From an optimization exercise on the open Yosys and OpenROAD flow, aimed at small area, a short achievable clock period and few clock cycles per item; shortcuts taken in it are not production practice.
Function was checked by simulation only, so behaviour that the tests miss may differ from the original.
No activity file was given, so power comes from the tool's default toggle rates.

<file path="design/flow/config.mk">
export PLATFORM = sky130hd
export DESIGN_NAME = accelerator
export DESIGN_NICKNAME = accelerator
export VERILOG_FILES = /design/flow/design.v
export SDC_FILE = /design/flow/constraint.sdc
export NUM_CORES = 4
export LEC_CHECK = 0
export CAP_MARGIN = 20
export CORE_MARGIN = 2
export CORE_UTILIZATION = 40
export SLEW_MARGIN = 20
</file>
<file path="design/flow/constraint.sdc">
create_clock -name core_clock -period 4.0 [get_ports {clk_i}]
set_input_delay 0.8000 -clock core_clock [delete_from_list [all_inputs] [get_ports {clk_i}]]
set_output_delay 0.8000 -clock core_clock [all_outputs]
set_load 0.01 [all_outputs]
</file>
<file path="design/flow/design.v">
`timescale 1ns / 1ps
module mult (
	input clk_i,
	input rst_i ,
	input [7 : 0] a_bi,
	input [7 : 0] b_bi,
	output busy_o,
	output reg [15 : 0] y_bo
);
	localparam IDLE = 1'b0;
	localparam WORK = 1'b1;
	reg [2 : 0] ctr;
	wire [2 : 0] end_step;
	wire [7 : 0] part_sum;
	wire [15 : 0] shifted_part_sum;
	reg [7 : 0] a, b;
	reg [15 : 0] part_res;
	reg state;
	assign part_sum = a & {8{b[ctr]}} ;
	assign shifted_part_sum = part_sum << ctr ;
	assign end_step = (ctr == 3'h7);
	assign busy_o = rst_i | state;
	always @(posedge clk_i)
		if (rst_i) begin
			ctr <= 0;
			part_res <= 0;
			y_bo <= 0;
			state <= WORK;
			a <= a_bi;
			b <= b_bi;
		end else begin
			case (state)
				IDLE: y_bo <= part_res;
				WORK:
					begin
						if (end_step) begin
							state <= IDLE;
							y_bo <= part_res;
						end
						part_res <= part_res + shifted_part_sum;
						ctr <= ctr + 1;
					end
			endcase
		end
endmodule
`timescale 1ns / 1ps
module cbrt (
	input clk_i,
	input rst_i ,
	input [7 : 0] a_bi,
	output busy_o,
	output reg [2 : 0] y_bo
);
	localparam IDLE = 3'b000;
	localparam STATE1 = 3'b001;
	localparam STATE2 = 3'b010;
	localparam STATE3 = 3'b011;
	localparam STATE4 = 3'b100;
	localparam STATE5 = 3'b101;
	localparam STATE6 = 3'b110;
	localparam STATE7 = 3'b111;
	reg [7 : 0] a;
	reg [2 : 0] r, m;
	reg [7 : 0] t;
	reg [2 : 0] state;
	reg [2 : 0] state_next;
	reg [7:0] mult2_i1;
    reg [7:0] mult2_i2;
    wire [15:0] mult2_out;
    reg mult2_reset;
    wire mult2_busy;
    mult mult2(
        .clk_i(clk_i),
        .rst_i(mult2_reset),
        .a_bi(mult2_i1),
        .b_bi(mult2_i2),
        .busy_o(mult2_busy),
        .y_bo(mult2_out)
    );
	assign busy_o = rst_i | (state != 0);
	always @(posedge clk_i) 
        if (rst_i) begin
            state <= STATE1;
        end else begin
            state <= state_next;
        end
    always @* begin
        case(state)
            IDLE: state_next = IDLE;
            STATE1: state_next = (m != 0) ? STATE2 : IDLE;
            STATE2: state_next = mult2_busy ? STATE2 : STATE3;
            STATE3: state_next = mult2_busy ? STATE3 : STATE4;
            STATE4: state_next = STATE1;
            default: state_next = IDLE;
        endcase
    end
    always @(posedge clk_i) begin
        if (rst_i) begin
            a <= a_bi;
            t <= 0;
            r <= 0;
            m <= 4;
            y_bo <= 0;
            mult2_reset <= 0;
        end else begin
	        case (state)
	            IDLE:
	                begin
                        y_bo <= r;
	                end
	            STATE1:
	                begin
	                   y_bo <= r;
	                   if (|m) begin
	                       mult2_reset <= 1;
	                       mult2_i1 <= r | m;
	                       mult2_i2 <= r | m;
	                   end
	                end
	            STATE2:
	                begin
	                    if (mult2_busy) begin
	                        mult2_reset <= 0;
	                    end else begin
	                        mult2_reset <= 1;
	                        mult2_i1 <= mult2_out;
	                        mult2_i2 <= r | m;
	                    end
	                end
	            STATE3:
	                begin
	                    mult2_reset <= 0;
	                    if (!mult2_busy) begin
	                        if (a == mult2_out) begin
	                            r <= r | m;
	                            m <= 0;
	                        end else if (a > mult2_out) begin
	                            r <= r | m;
	                        end
	                    end
	                end
	            STATE4:
	                begin
	                    if (m >= 1) begin
	                        m <= m >> 1;
	                    end
	                 end
	        endcase
        end
    end
endmodule
`timescale 1ns / 1ps
module accelerator(
	input rst_i,
	input clk_i,
	input [7 : 0] a_in,
	input [7 : 0] b_in,
	output busy_out,
	output reg [15 : 0] y_out
);
    reg [7 : 0] a, b;
    reg [1 : 0] state, state_next;
    localparam IDLE = 2'b00;
    localparam WORK1 = 2'b01;
    localparam WORK2 = 2'b10;
    localparam WORK3 = 2'b11;
    wire [2:0] cbrt1_out;
    reg cbrt1_reset;
    wire cbrt1_busy;
    cbrt cbrt1(
        .clk_i(clk_i),
        .rst_i(cbrt1_reset),
        .a_bi(b),
        .busy_o(cbrt1_busy),
        .y_bo(cbrt1_out)
    );
    wire [15:0] mult1_out;
    reg mult1_reset;
    wire mult1_busy;
    mult mult1(
    	.clk_i(clk_i),
    	.rst_i(mult1_reset),
    	.a_bi(a),
    	.b_bi(a),
    	.busy_o(mult1_busy),
    	.y_bo(mult1_out)
    );
    assign busy_out = rst_i | (state != 0);
    always @(posedge clk_i) 
        if (rst_i) begin
            state <= WORK1;
        end else begin
            state <= state_next;
        end
    always @* begin
        case(state)
            IDLE: state_next = IDLE;
            WORK1: state_next = WORK2;
            WORK2: state_next = (mult1_busy | cbrt1_busy) ? WORK2 : WORK3;
            WORK3: state_next = IDLE;
        endcase
    end
    always @(posedge clk_i) begin
        if (rst_i) begin
            a <= a_in;
            b <= b_in;
            y_out <= 0;
            mult1_reset <= 0;
            cbrt1_reset <= 0;
        end else begin
            case (state)
                IDLE:
                    begin
                        y_out <= cbrt1_out + mult1_out;
                    end
                WORK1:
                    begin
                        mult1_reset <= 1;
                        cbrt1_reset <= 1;
                    end
                WORK2:
                    begin
                        if (mult1_busy) begin
                            mult1_reset <= 0;
                        end
                        if (cbrt1_busy) begin
                            cbrt1_reset <= 0;
                        end
                    end
                WORK3:
                    begin
                        y_out <= cbrt1_out + mult1_out;
                    end
            endcase
        end
    end
endmodule
</file>
<file path="design/flow/run.sh">
#!/bin/bash
# synth_recipe.tcl (not shown) runs the flow's synth.tcl, then flattens the netlist and writes it again
# the make line also repeats each setting of config.mk as NAME=value (left out here)
make -C /OpenROAD-flow-scripts/flow DESIGN_CONFIG=/design/flow/config.mk WORK_HOME=/design/flow/orfs CLKGATE_MAP_FILE= SYNTH_SCRIPT=/design/flow/synth_recipe.tcl finish
</file>
==> results.py <==
metrics = {
    "critical_path": {
        "reg2reg_slack_ps": 670,
        "critPathCaptureType": "register",
        "crit_required_ps": 4320,
        "start_kind": "register",
        "worstSetupPathType": "reg2reg",
        "crit_arrival_ps": 3650,
        "crit_start": "cbrt1.mult2.ctr[1]$_SDFFE_PP0P_",
        "r2r_cells": 12,
        "slowest_stage": "dfxtp_1",
        "rr_startpoint": "cbrt1.mult2.ctr[1]$_SDFFE_PP0P_",
        "rr_endpoint": "cbrt1.mult2.part_res[14]$_SDFFE_PP0P_",
        "slowest_delay_ps": 700,
        "cp_max_fo": 17,
        "crit_path_end": "cbrt1.mult2.part_res[14]$_SDFFE_PP0P_",
        "crit_chain": "mux2i_1 > o2bb2ai_1 > nand2b_1 > nor4b_1 > ha_1 > fa_1 > a211oi_1 > o21bai_1 > o22a_1 > a31o_2 > xnor2_1 > o21ai_1",
    },
    "logic_synthesis": {
        "yosysSeqAreaShare": 0.458,
        "yosys.area.top_type": "dfxtp_1",
        "synth_ff_type": "dfxtp_1",
        "syn_inst": 863,
        "synth_top_area_frac": 0.259,
        "postSynthAreaPerCell_um2": 9.41,
        "synth_cell_types": 64,
        "synthTopCellsByArea": "dfxtp_1 (26%), edfxtp_1 (20%), ha_1 (7.7%), nand2_1 (5.2%), a21oi_1 (5.1%)",
        "yosys-top-cells-count": "nand2_1 (113), dfxtp_1 (105), nor2_1 (89)",
        "yosysMostFrequentCell": "nand2_1",
        "synth_edf_count": 54,
        "synth-seq-cells": 159,
        "yosysWarnings": 3,
        "mappedNetlistArea_um2": 8120,
        "synthArstFlopShare": 0,
    },
    "cts": {
        "cts_tree": "done",
        "cts_buffers": 17,
        "clkTransAtPathRegs_ps": 70,
        "ctsResizeCount": 0,
        "clockRootBuffer": "clkbuf_16",
        "cts.sinks": 159,
        "cts.htree.levels": 4,
        "clockBufferDepth": 2,
        "hold_buffers": 0,
        "clk_latency_ps": 440,
        "post_cts_buffers": 0,
    },
    "detailed_routing": {
        "drc": 0,
        "drt-vias-per-instance": 5.07,
        "dr.pass1.iters": 4,
        "drtAntennaViolNets": 0,
        "vias": 5922,
        "drt-initial-drc-count": 326,
        "wl_per_cell_um": 14.0,
        "wl_mm": 16.4,
    },
    "floorplan": {
        "start_util": 0.404,
        "row_count": 52,
        "core_um2": 20100,
        "die_h_um": 146,
        "ios": 35,
        "dieArea_um2": 21500,
        "dieWidth_um": 146,
    },
    "grt": {
        "antenna_found_initial": 0,
        "grt-ovfl-total": 0,
        "grt_pass1_wl_mm": 28.0,
        "track_usage": 0.160,
        "grt_max_degree": 47,
        "grt_pass1_vias": 5663,
    },
    "cells_and_area": {
        "fill_cells": 1887,
        "regArea_um2": 3720,
        "areaGrowthSynthToFinish_pct": 14.0,
        "layout-drive-gt1-share": 0.0792,
        "num_antenna_cells": 0,
        "multi_input_area_um2": 4140,
        "final_cell_count_no_fill": 1167,
        "fin_nets": 955,
    },
    "sta": {
        "hold_viol": 0,
        "max_freq_mhz": 300,
        "relSlewSlack": 0.367,
        "fin_skew_ps": 12.7,
        "maxSlewViolCount": 0,
        "setup_viol": 0,
        "tightest_slew_ps": 949,
        "fin_crit_ps": 3330,
        "period_share": 0.833,
        "rsz0062_at_grt": "no",
        "fin_setup_tns_ps": 0,
    },
    "place": {
        "port_buffers": 34,
        "dp_cells": 1135,
        "hpwl_mm": 11.9,
        "globalplace.congestion": 0.839,
    },
    "flow_run": {
        "drv_cap": 0,
    },
    "pwr": {
        "pwr_density_cell_nw_per_um2": 758,
        "ir_drop_mv": 0.320,
        "p_leak_nw": 3.66,
    },
    "outcome": {
        "status": "complete, no violations",
    },
    "min_path": {
        "hold_path.class": "reg2reg",
    },
}
flip-flops by register name, indices dropped and copies added (netlist names), 8 cells and up:
signal	flops
a	8
cbrt1.mult2.a	8
b	8
y_out	16
cbrt1.mult2.y_bo	16
mult1.y_bo	16
cbrt1.a	8
cbrt1.mult2.part_res	16
mult1.a	8
cbrt1.mult2_i1	8
mult1.part_res	16
per-stage QoR:
| step | hold WS (ps) | utilization | power [mW] | instance area, µm² | worst slack (ps) |
|---|---|---|---|---|---|
| after floorplan | 400 | - | 4.85 | 8140 | 1070 |
| after global placement | 402 | 0.432 | 5.45 | 8690 | 793 |
| after detailed placement | 405 | 0.432 | 5.49 | 8690 | 707 |
| after CTS | 410 | 0.461 | 7.07 | 9260 | 665 |
| after global routing | 425 | 0.461 | 7.60 | 9260 | 392 |
| final | 412 | 0.461 | 7.02 | 9260 | 669 |
cell usage in the layout, fill, tap and decap left out, types with 10 or more instances in the layout:
cell / n
nand4_1: 11
a211oi_1: 20
nand2b_1: 21
nand2_1: 113
nand3_1: 20
inv_1: 24
ha_1: 50
clkbuf_16: 17
nor2_1: 89
mux2i_1: 33
a21o_1: 15
a21oi_1: 82
o21ai_0: 25
clkdlybuf4s50_1: 34
edfxtp_1: 54
xor2_1: 10
mux2_2: 10
dfxtp_1: 105
nor2b_1: 13
xnor2_1: 23
critical path: cells and delay by family (launching register included):
family,cells,cell delay [ps]
XOR/XNOR,1,150
multiplexers,1,260
AND/OR/NAND/NOR,2,360
adder cells (fa/ha/maj),2,670
flip-flops,1,700
AO/OA/AOI/OAI,6,1070
where the power goes:
part,internal [mW],switching [mW]
Combinational,1.27,1.60
Clock,0.867,0.692
Sequential,2.15,0.434
worst min path at each step:
stage | startpoint | to | slack (ps) | depth (start not counted)
after global routing | cbrt1.mult2_i1[1]$_DFFE_PP_ | cbrt1.mult2.a[1]$_DFFE_PP_ | 420 | 0
after global placement | b[7]$_DFFE_PP_ | cbrt1.a[7]$_DFFE_PP_ | 400 | 0
after floorplan | b[0]$_DFFE_PP_ | cbrt1.a[0]$_DFFE_PP_ | 400 | 0
final | cbrt1.mult2_i1[5]$_SDFFCE_PN0P_ | cbrt1.mult2.a[5]$_DFFE_PP_ | 410 | 0
after detailed placement | b[2]$_DFFE_PP_ | cbrt1.a[2]$_DFFE_PP_ | 400 | 0
after CTS | cbrt1.mult2_i1[5]$_SDFFCE_PN0P_ | cbrt1.mult2.a[5]$_DFFE_PP_ | 410 | 0
final cells by class:
| cell class | instances | share of cell area |
|---|---|---|
| Multi-Input combinational cell | 639 | 0.447 |
| Inverter | 25 | 0.0101 |
| Clock inverter | 14 | 0.0146 |
| Tap cell | 270 | 0.0365 |
| Timing Repair Buffer | 42 | 0.0432 |
| Sequential cell | 159 | 0.402 |
| Clock buffer | 18 | 0.0464 |
per-layer routing:
metal  global-route usage  wire (µm)  vias up  share of wire
li1                     -          -     3092              -
met1                0.222       8230     2737           0.50
met2                0.251       7470       80           0.46
met3               0.0409        575       13          0.035
met4               0.0398        122        0         0.0074
met5                    0          0        -              0
kinds of logic after synthesis:
family                     after synthesis  synth area share
buffers and inverters                   69            0.0344
xor gates and xnor gates                33            0.0356
DFF                                    159             0.458
other                                    1          0.000462
adders and majority gates               53            0.0844
AOI/OAI and AO/OA                      186             0.141
muxes                                   48            0.0675
and+or+nand+nor                        314             0.178
Testbench counts, summed over its fixed seeds: cycles 114,584, items 1,600.

afterwards: timing with drivers on the ports:
The results above use ideal ports. As a check the final layout listed here was re-extracted and re-timed, cells and wires unchanged. Step 1 assumes that a clkbuf_16 drives the clock port and a buf_2 every other input. Step 2, shift: input delay + t, output delay - t, t = (earliest + latest rising clock arrival at the registers) / 2. This alone moves slack from input paths to output paths. Three values: ideal, step 1, step 2; two values: the first two.
t, ns: 0.471
setup WS [ns]: 0.669 / 0.669 / 0.669
latest minus earliest clock arrival (ns): 0.016 / 0.016
After both steps setup and hold are still met in this run. For this run, drivers alone change the setup slack by 0.000 ns; drivers and shift together by 0.000 ns.
